This is an optimization exercise on Yosys and OpenROAD, whose aim is small area, a short achievable clock period and few clock cycles, not a production implementation. RTL that was checked went through simulation tests only; none was proved equivalent to the original.

// MM
module MM(clk,i,j,reset,read,write,index,read_data,write_data,finish);
export LEC_CHECK = 0
export CAP_MARGIN = 20
export CORE_MARGIN = 2
export CORE_UTILIZATION = 40
export SETUP_SLACK_MARGIN = 5
export SLEW_MARGIN = 20
create_clock -name core_clock -period 9.0 [get_ports {clk}]
standard.sh (not shown) runs the stock make flow with config.mk's settings and CLKGATE_MAP_FILE= SYNTH_SCRIPT=/design/flow/synth_recipe.tcl, a recipe that flattens the netlist after the stock synthesis.
==> flow/flow/run.sh <==
#!/bin/bash
# Standard ORFS layout, with repair_timing aiming further below the clock period.
set -euo pipefail
bash standard.sh SETUP_SLACK_MARGIN=5.7 finish > standard_flow.log 2>&1
==> next run, changes <==
==> flow/flow/run.sh (replaced) <==
#!/bin/bash
# Standard ORFS layout, with repair_timing aiming further below the clock period.
set -euo pipefail
bash standard.sh SETUP_SLACK_MARGIN=6.0 finish > standard_flow.log 2>&1
=> Worst setup slack is better by 0.23 ns; count of clock-buffer cells in the layout goes up by 4; cell count goes up by about 2%; synthesized cell count is unchanged; sequential cell count is unchanged; hold slack barely changes; utilization goes up by 2.0 points; sequential share of layout area goes down by 1.3 points; clock skew goes up by 0.0096 ns.
No run of this note included a check of the RTL's function; only the layout flow was run.

* * *

MM, a different RTL version from the one above (not shown whole).
Size: ~1800 cells after synthesis, ~270 flip-flops.
clock: 9.0 ns
lec_check: 0
abc_clock_period_in_ps: 2000
cap_margin: 20
core_margin: 2
core_utilization: 40
setup_slack_margin: 5
slew_margin: 20
run.sh (not shown) runs the stock make flow with config.mk's settings and CLKGATE_MAP_FILE= SYNTH_SCRIPT=/design/flow/synth_recipe.tcl, a recipe that flattens the netlist after the stock synthesis.
Stock flow here: none of the scripts above is used.
Testbench counts at the start, summed over its fixed seeds: cycles 19,549.
Then changed:
==> flow/flow/run.sh (new file) <==
#!/bin/bash
# Standard ORFS layout, with repair_timing aiming further below the clock period.
set -euo pipefail
bash standard.sh SETUP_SLACK_MARGIN=5.6 finish > standard_flow.log 2>&1
==> flow/standard.sh (new file) <==
#!/bin/bash
# synth_recipe.tcl (not shown) runs the flow's synth.tcl, then flattens the netlist and writes it again
# the make line also repeats each setting of config.mk as NAME=value (left out here)
make -C /OpenROAD-flow-scripts/flow DESIGN_CONFIG=/design/flow/config.mk WORK_HOME=/design/flow/orfs CLKGATE_MAP_FILE= SYNTH_SCRIPT=/design/flow/synth_recipe.tcl "${@:-finish}"
Settings changed: ABC_CLOCK_PERIOD_IN_PS 2000 to unset.
removed: flow/run.sh
=> Via count climbs by 1.2%. Clock-buffer cell count increases by 3. Register-to-register slack gets better by 0.22 ns. First-iteration DRC count went down by 14%.
Then changed:
==> flow/run.sh (new file) <==
#!/bin/bash
# synth_recipe.tcl (not shown) runs the flow's synth.tcl, then flattens the netlist and writes it again
# the make line also repeats each setting of config.mk as NAME=value (left out here)
make -C /OpenROAD-flow-scripts/flow DESIGN_CONFIG=/design/flow/config.mk WORK_HOME=/design/flow/orfs CLKGATE_MAP_FILE= SYNTH_SCRIPT=/design/flow/synth_recipe.tcl finish
Settings changed: SETUP_SLACK_MARGIN 5 to unset.
removed: flow/flow/run.sh
removed: flow/standard.sh
What happened:
- The changed run finished with timing, DRC and antenna clean
- setup slack loses 0.76 ns
- design area went down by 3.8%
- hold slack hardly moves
- count of clock-buffer cells in the layout went down by 3
- area after synthesis does not change

* * *

Setup of run 1:
The RTL this note starts from:
==> flow/design.v <==
module MM(clk,i,j,reset,read,write,index,read_data,write_data,finish);
	input clk, reset;
	input [19:0] read_data;
	output [19:0] i, j;
	output read, write, index, finish;
	output [39:0] write_data;
	localparam S_SZ = 3'd0, S_RA = 3'd1, S_RB = 3'd2, S_W = 3'd3,
	           S_X = 3'd4, S_DR = 3'd5, S_FIN = 3'd6;
	reg [2:0] st, st_n;
	reg [2:0] k, k_n;           
	reg pend, pend_n;           
	reg [1:0] dcnt, dcnt_n;
	reg xcnt, xcnt_n;
	reg lastw, lastw_n;
	reg [19:0] row, row_n, col, col_n;    
	reg [19:0] mcr, mcr_n;      
	reg [2:0] mbm1, mbm1_n;
	reg [19:0] ir, ir_n, jr, jr_n;
	reg rd, rd_n, wr, wr_n, idx, idx_n, fin, fin_n;
	reg col0, col0_n, mc1, mc1_n, elast, nlast;
	wire col1 = (col == 20'd1);
	wire row0 = (row == 20'd0);
	wire row1 = (row == 20'd1);
	wire [19:0] rowm1 = row - 20'd1;
	wire [19:0] nrow = col0 ? rowm1 : row;
	wire [19:0] ncol = (col0 ? mcr : col) - 20'd1;
	always @(posedge clk) begin
		elast <= row0 & col0;
		nlast <= col0 ? (row1 & mc1) : (row0 & col1);
	end
	wire b1 = (mbm1 == 3'd0);
	wire b2 = (mbm1 == 3'd1);
	always @(*) begin
		st_n = st; k_n = k; pend_n = pend; dcnt_n = dcnt; xcnt_n = xcnt; lastw_n = lastw;
		row_n = row; col_n = col; mcr_n = mcr; mbm1_n = mbm1; col0_n = col0; mc1_n = mc1;
		ir_n = row; jr_n = col;    
		rd_n = 1'b0; wr_n = 1'b0; idx_n = 1'b0; fin_n = 1'b0;
		case (st)
		S_SZ: begin
			rd_n = 1'b1; wr_n = 1'b1;
			case (ir[1:0])
			2'd2: begin mcr_n = read_data; col_n = read_data; mc1_n = (read_data == 20'd1); ir_n = 20'd0; end
			2'd0: begin col_n = ncol; col0_n = mc1; row_n = read_data; ir_n = 20'd1; end
			default: begin
				row_n = rowm1; mbm1_n = read_data[2:0] - 3'd1;
				st_n = S_RA; k_n = 3'd0; pend_n = 1'b0; lastw_n = 1'b0;
				ir_n = rowm1; jr_n = 20'd0; wr_n = 1'b0;
			end
			endcase
		end
		S_RA: begin
			st_n = S_RB; ir_n = {17'd0, k}; jr_n = pend ? ncol : col;
			rd_n = 1'b1; idx_n = 1'b1;
		end
		S_RB: begin
			if (pend && (k == 3'd1 || b1)) begin
				st_n = S_W; ir_n = row; jr_n = col; wr_n = 1'b1;
			end else if (k != mbm1) begin
				st_n = S_RA; k_n = k + 3'd1;
				ir_n = pend ? nrow : row; jr_n = {17'd0, k + 3'd1}; rd_n = 1'b1;
			end else if (elast) begin
				st_n = S_DR; dcnt_n = 2'd3;
			end else if (b1 | b2) begin
				st_n = S_X; xcnt_n = b1; pend_n = 1'b1;
			end else begin
				st_n = S_RA; k_n = 3'd0; pend_n = 1'b1;
				ir_n = nrow; jr_n = 20'd0; rd_n = 1'b1;
			end
		end
		S_X: begin
			if (xcnt) xcnt_n = 1'b0;
			else begin
				st_n = S_RA; k_n = 3'd0; ir_n = nrow; jr_n = 20'd0; rd_n = 1'b1;
			end
		end
		S_W: begin
			if (lastw) begin
				st_n = S_FIN;
			end else begin
				row_n = nrow; col_n = ncol; col0_n = col0 ? mc1 : col1; pend_n = 1'b0;
				if (k != mbm1) begin
					st_n = S_RA; k_n = k + 3'd1;
					ir_n = nrow; jr_n = {17'd0, k + 3'd1}; rd_n = 1'b1;
				end else if (nlast) begin
					st_n = S_DR; dcnt_n = 2'd2;
				end else begin
					st_n = S_X; xcnt_n = 1'b0; pend_n = 1'b1;
				end
			end
		end
		S_DR: begin
			if (dcnt == 2'd0) begin
				st_n = S_W; lastw_n = 1'b1; ir_n = row; jr_n = col; wr_n = 1'b1; fin_n = 1'b1;
			end else dcnt_n = dcnt - 2'd1;
		end
		default: begin
			st_n = S_FIN;
		end
		endcase
	end
	always @(posedge clk) begin
		if (reset) begin
			st <= S_SZ; ir <= 20'd2; rd <= 1'b1; wr <= 1'b1; idx <= 1'b0; fin <= 1'b0;
		end else begin
			st <= st_n; ir <= ir_n; rd <= rd_n; wr <= wr_n; idx <= idx_n; fin <= fin_n;
		end
		k <= k_n; pend <= pend_n; dcnt <= dcnt_n; xcnt <= xcnt_n; lastw <= lastw_n;
		row <= row_n; col <= col_n; mcr <= mcr_n; mbm1 <= mbm1_n;
		col0 <= col0_n; mc1 <= mc1_n;
		jr <= jr_n;
	end
	assign i = ir;
	assign j = jr;
	assign read = rd;
	assign write = wr;
	assign index = idx;
	assign finish = fin;
	reg [19:0] areg, breg;
	always @(posedge clk) begin
		if (st == S_RA) areg <= read_data;
		if (st == S_RB) breg <= read_data;
	end
	wire [10:0] y = (st == S_RB) ? {areg[9:0], 1'b0} : areg[19:9];
	reg [4:0] e_one, e_two, e_neg;
	integer m;
	always @(posedge clk) begin
		for (m = 0; m < 5; m = m + 1) begin
			e_neg[m] <= y[2*m+2];
			e_one[m] <= y[2*m+1] ^ y[2*m];
			e_two[m] <= (y[2*m+2] & ~y[2*m+1] & ~y[2*m]) | (~y[2*m+2] & y[2*m+1] & y[2*m]);
		end
	end
	wire [20:0] bx = {breg[19], breg};
	wire [20:0] b2x = {breg, 1'b0};
	reg [29:0] r0, r1, r2, r3, r4, r5;
	reg [20:0] pp;
	integer q;
	always @(*) begin
		r0 = 30'd0; r1 = 30'd0; r2 = 30'd0; r3 = 30'd0; r4 = 30'd0; r5 = 30'd0;
		for (q = 0; q < 5; q = q + 1) begin
			pp = ((bx & {21{e_one[q]}}) | (b2x & {21{e_two[q]}})) ^ {21{e_neg[q]}};
			case (q)
			0: r0 = {9'd0, ~pp[20], pp[19:0]};
			1: r1 = {7'd0, ~pp[20], pp[19:0], 1'b0, e_neg[0]};
			2: r2 = {5'd0, ~pp[20], pp[19:0], 1'b0, e_neg[1], 2'd0};
			3: r3 = {3'd0, ~pp[20], pp[19:0], 1'b0, e_neg[2], 4'd0};
			default: r4 = {1'd0, ~pp[20], pp[19:0], 1'b0, e_neg[3], 6'd0};
			endcase
		end
		r5 = {21'd0, e_neg[4], 8'd0};
	end
	wire [29:0] a1s = r0 ^ r1 ^ r2;
	wire [29:0] a1c = {((r0 & r1) | (r0 & r2) | (r1 & r2)), 1'b0};
	wire [29:0] b1s = r3 ^ r4 ^ r5;
	wire [29:0] b1c = {((r3 & r4) | (r3 & r5) | (r4 & r5)), 1'b0};
	wire [29:0] a2s = a1s ^ a1c ^ b1s;
	wire [29:0] a2c = {((a1s & a1c) | (a1s & b1s) | (a1c & b1s)), 1'b0};
	wire [29:0] a3s = a2s ^ a2c ^ b1c;
	wire [29:0] a3c = {((a2s & a2c) | (a2s & b1c) | (a2c & b1c)), 1'b0};
	reg [29:0] ps, pc;
	reg v_lo1, f_lo1, v_hi1, v_lo2, f_lo2, v_hi2, f_lo3;
	always @(posedge clk) begin
		ps <= a3s; pc <= a3c;
		v_lo1 <= (st == S_RB); f_lo1 <= (st == S_RB) && (k == 3'd0);
		v_hi1 <= v_lo1; v_lo2 <= v_lo1; f_lo2 <= f_lo1; v_hi2 <= v_hi1;
		f_lo3 <= f_lo2;
	end
	wire [29:0] pr = ps + pc + {10'd683, 20'd0};
	reg [29:0] qh;     
	reg [9:0] ql;      
	always @(posedge clk) begin
		qh <= ({30{v_lo2}} & {{10{pr[29]}}, pr[29:10]}) | ({30{v_hi2}} & pr);
		ql <= {10{v_lo2}} & pr[9:0];
	end
	reg [29:0] acch;
	reg [9:0] accl;
	reg cy;
	wire [29:0] acchm = f_lo3 ? 30'd0 : acch;
	wire [9:0] acclm = f_lo3 ? 10'd0 : accl;
	wire [30:0] hsum = {acchm, 1'b1} + {qh, cy};    
	always @(posedge clk) begin
		acch <= hsum[30:1];
		{cy, accl} <= {1'b0, acclm} + {1'b0, ql};
	end
	wire [39:0] acc = {acch, accl};
	assign write_data = acc;
endmodule
==> flow/config.mk <==
export PLATFORM = sky130hd
export DESIGN_NAME = MM
export DESIGN_NICKNAME = MM
export VERILOG_FILES = /design/flow/design.v
export SDC_FILE = /design/flow/constraint.sdc
export NUM_CORES = 4
export LEC_CHECK = 0
export CAP_MARGIN = 20
export CORE_MARGIN = 2
export CORE_UTILIZATION = 40
export CTS_BUF_LIST = sky130_fd_sc_hd__clkbuf_16
export CTS_CLUSTER_DIAMETER = 60
export CTS_CLUSTER_SIZE = 40
export SETUP_SLACK_MARGIN = 5
export SLEW_MARGIN = 20
==> flow/constraint.sdc <==
create_clock -name core_clock -period 9.0 [get_ports {clk}]
set_input_delay 1.8000 -clock core_clock [delete_from_list [all_inputs] [get_ports {clk}]]
set_output_delay 1.8000 -clock core_clock [all_outputs]
set_load 0.01 [all_outputs]
standard.sh (not shown) runs the stock make flow with config.mk's settings and CLKGATE_MAP_FILE= SYNTH_SCRIPT=/design/flow/synth_recipe.tcl, a recipe that flattens the netlist after the stock synthesis.
==> flow/flow/run.sh <==
#!/bin/bash
# Standard ORFS layout, with repair_timing aiming further below the clock period
# and small buffers on the ports.
set -euo pipefail
bash standard.sh SETUP_SLACK_MARGIN=5.9 "BUFFER_PORTS_ARGS=-buffer_cell sky130_fd_sc_hd__buf_2" finish > standard_flow.log 2>&1
Run 1 went all the way through the flow, and no timing, DRC or antenna check failed.
Testbench counts of run 1, summed over its fixed seeds: cycles 19,884.
--- input diff run 1..run 2 ---
Settings: CORE_UTILIZATION changed from 40 to 55.
==> flow/flow/run.sh <==
#!/bin/bash
# Standard ORFS layout, with repair_timing aiming further below the clock period
# and small buffers on the ports.
set -euo pipefail
bash standard.sh SETUP_SLACK_MARGIN=6.0 "BUFFER_PORTS_ARGS=-buffer_cell sky130_fd_sc_hd__buf_2" finish > standard_flow.log 2>&1
Notes after the runs:
Run 2 ended up with dfxtp_4 as its cell at the slowest stage of the critical path; run 1 ended up with or4_4. In the tables for run 1 and run 2, share of the cycle needed by the critical path after routing reads lower with run 2. Delta (run 2 minus run 1): total of clock buffers placed in the layout has increased; worst setup timing slack at the placement stage has decreased; first-pass GRT wire length has increased; total length of routed wires has increased. Worst setup slack was lower in the run labelled run 1.
Input changes introduced in run 3 (baseline for comparison: run 2):
Settings: CORE_UTILIZATION now 40, was 55.
==> flow/flow/run.sh <==
#!/bin/bash
# Standard ORFS layout, with repair_timing aiming further below the clock period
# and small buffers on the ports.
set -euo pipefail
bash standard.sh SETUP_SLACK_MARGIN=6.2 "BUFFER_PORTS_ARGS=-buffer_cell sky130_fd_sc_hd__buf_2" finish > standard_flow.log 2>&1
## What came out
Summary of the comparison: share of the clock period used by the worst path is lower in run 3, relative to run 2. Compared to run 2, run 3 has sequential share of cell area 2.8 points lower. Comparing run 3 and run 2, the higher count of cells resized by post-cts repair is on run 3.
Here is what was changed in the inputs of run 4 compared with run 3.
==> flow/flow/run.sh <==
#!/bin/bash
# Standard ORFS layout, with repair_timing aiming further below the clock period
# and small buffers on the ports.
set -euo pipefail
bash standard.sh SETUP_SLACK_MARGIN=6.0 "BUFFER_PORTS_ARGS=-buffer_cell sky130_fd_sc_hd__buf_2" finish > standard_flow.log 2>&1
Results
For clock latency reported for the late side of the worst-skew pair, run 4 and run 3 come out practically identical.
First-pass GRT wire length of run 4 falls short of that of run 3 by a few percent.
Wire: run 4 routes less than run 3
| synthesis-to-finish area growth | higher: run 3 |
On initial antenna violation count: between run 3 and run 4, it ends up higher for run 4.
From run 3 to run 4 the numbers moved as follows: normalized max-slew margin down 4.3 points; global-route usage down 0.93 points; cell area down 7.7%.
Run 4 vs run 3 on met3 routing resource usage after global routing: run 4 is the higher one.
Run 4 vs. run 3: core utilization went down by 3.9 points.

==> what the ideal ports hide <==
How much do the figures lean on ideal ports? The routed layouts below were timed once more, with nothing changed but the port constraints. Step 1 (the two cells are an assumption about what drives the block):
set clk [get_ports {clk}]
set_driving_cell -lib_cell sky130_fd_sc_hd__clkbuf_16 $clk
set_driving_cell -lib_cell sky130_fd_sc_hd__buf_2 [delete_from_list [all_inputs] $clk]
Step 2 adds t to the input delays and takes it off the output delays; t is the mean of the earliest and latest rising clock arrival at the registers after step 1. Input paths then give back, and output paths get back, about the clock's delay inside the block. Slacks: ideal / step 1 / step 2; pairs: ideal / step 1.
run	t, ns	setup WS [ns]	hold slack, ns
the first run of note 1	0.599	5.636 / 5.636 / 5.159	0.325 / 0.325 / 0.325
the second run of note 1	0.614	5.862 / 5.862 / 5.400	0.323 / 0.323 / 0.323
the first run of note 2	0.635	5.120 / 5.120 / 4.629	0.324 / 0.324 / 0.324
the second run of note 2	0.651	5.343 / 5.343 / 5.122	0.326 / 0.326 / 0.326
the third run of note 2	0.635	4.588 / 4.588 / 4.588	0.324 / 0.324 / 0.324
run 1	0.623	5.967 / 5.963 / 5.864	0.331 / 0.331 / 0.331
run 2	0.623	6.046 / 5.993 / 5.889	0.327 / 0.327 / 0.327
run 3	0.643	6.082 / 6.029 / 5.991	0.323 / 0.323 / 0.323
run 4	0.645	6.045 / 5.988 / 6.047	0.332 / 0.332 / 0.332
After both steps every run listed still meets setup and hold. For the first run of note 2, which loses most, drivers alone change the setup slack by 0.000 ns; drivers and shift together by -0.491 ns.
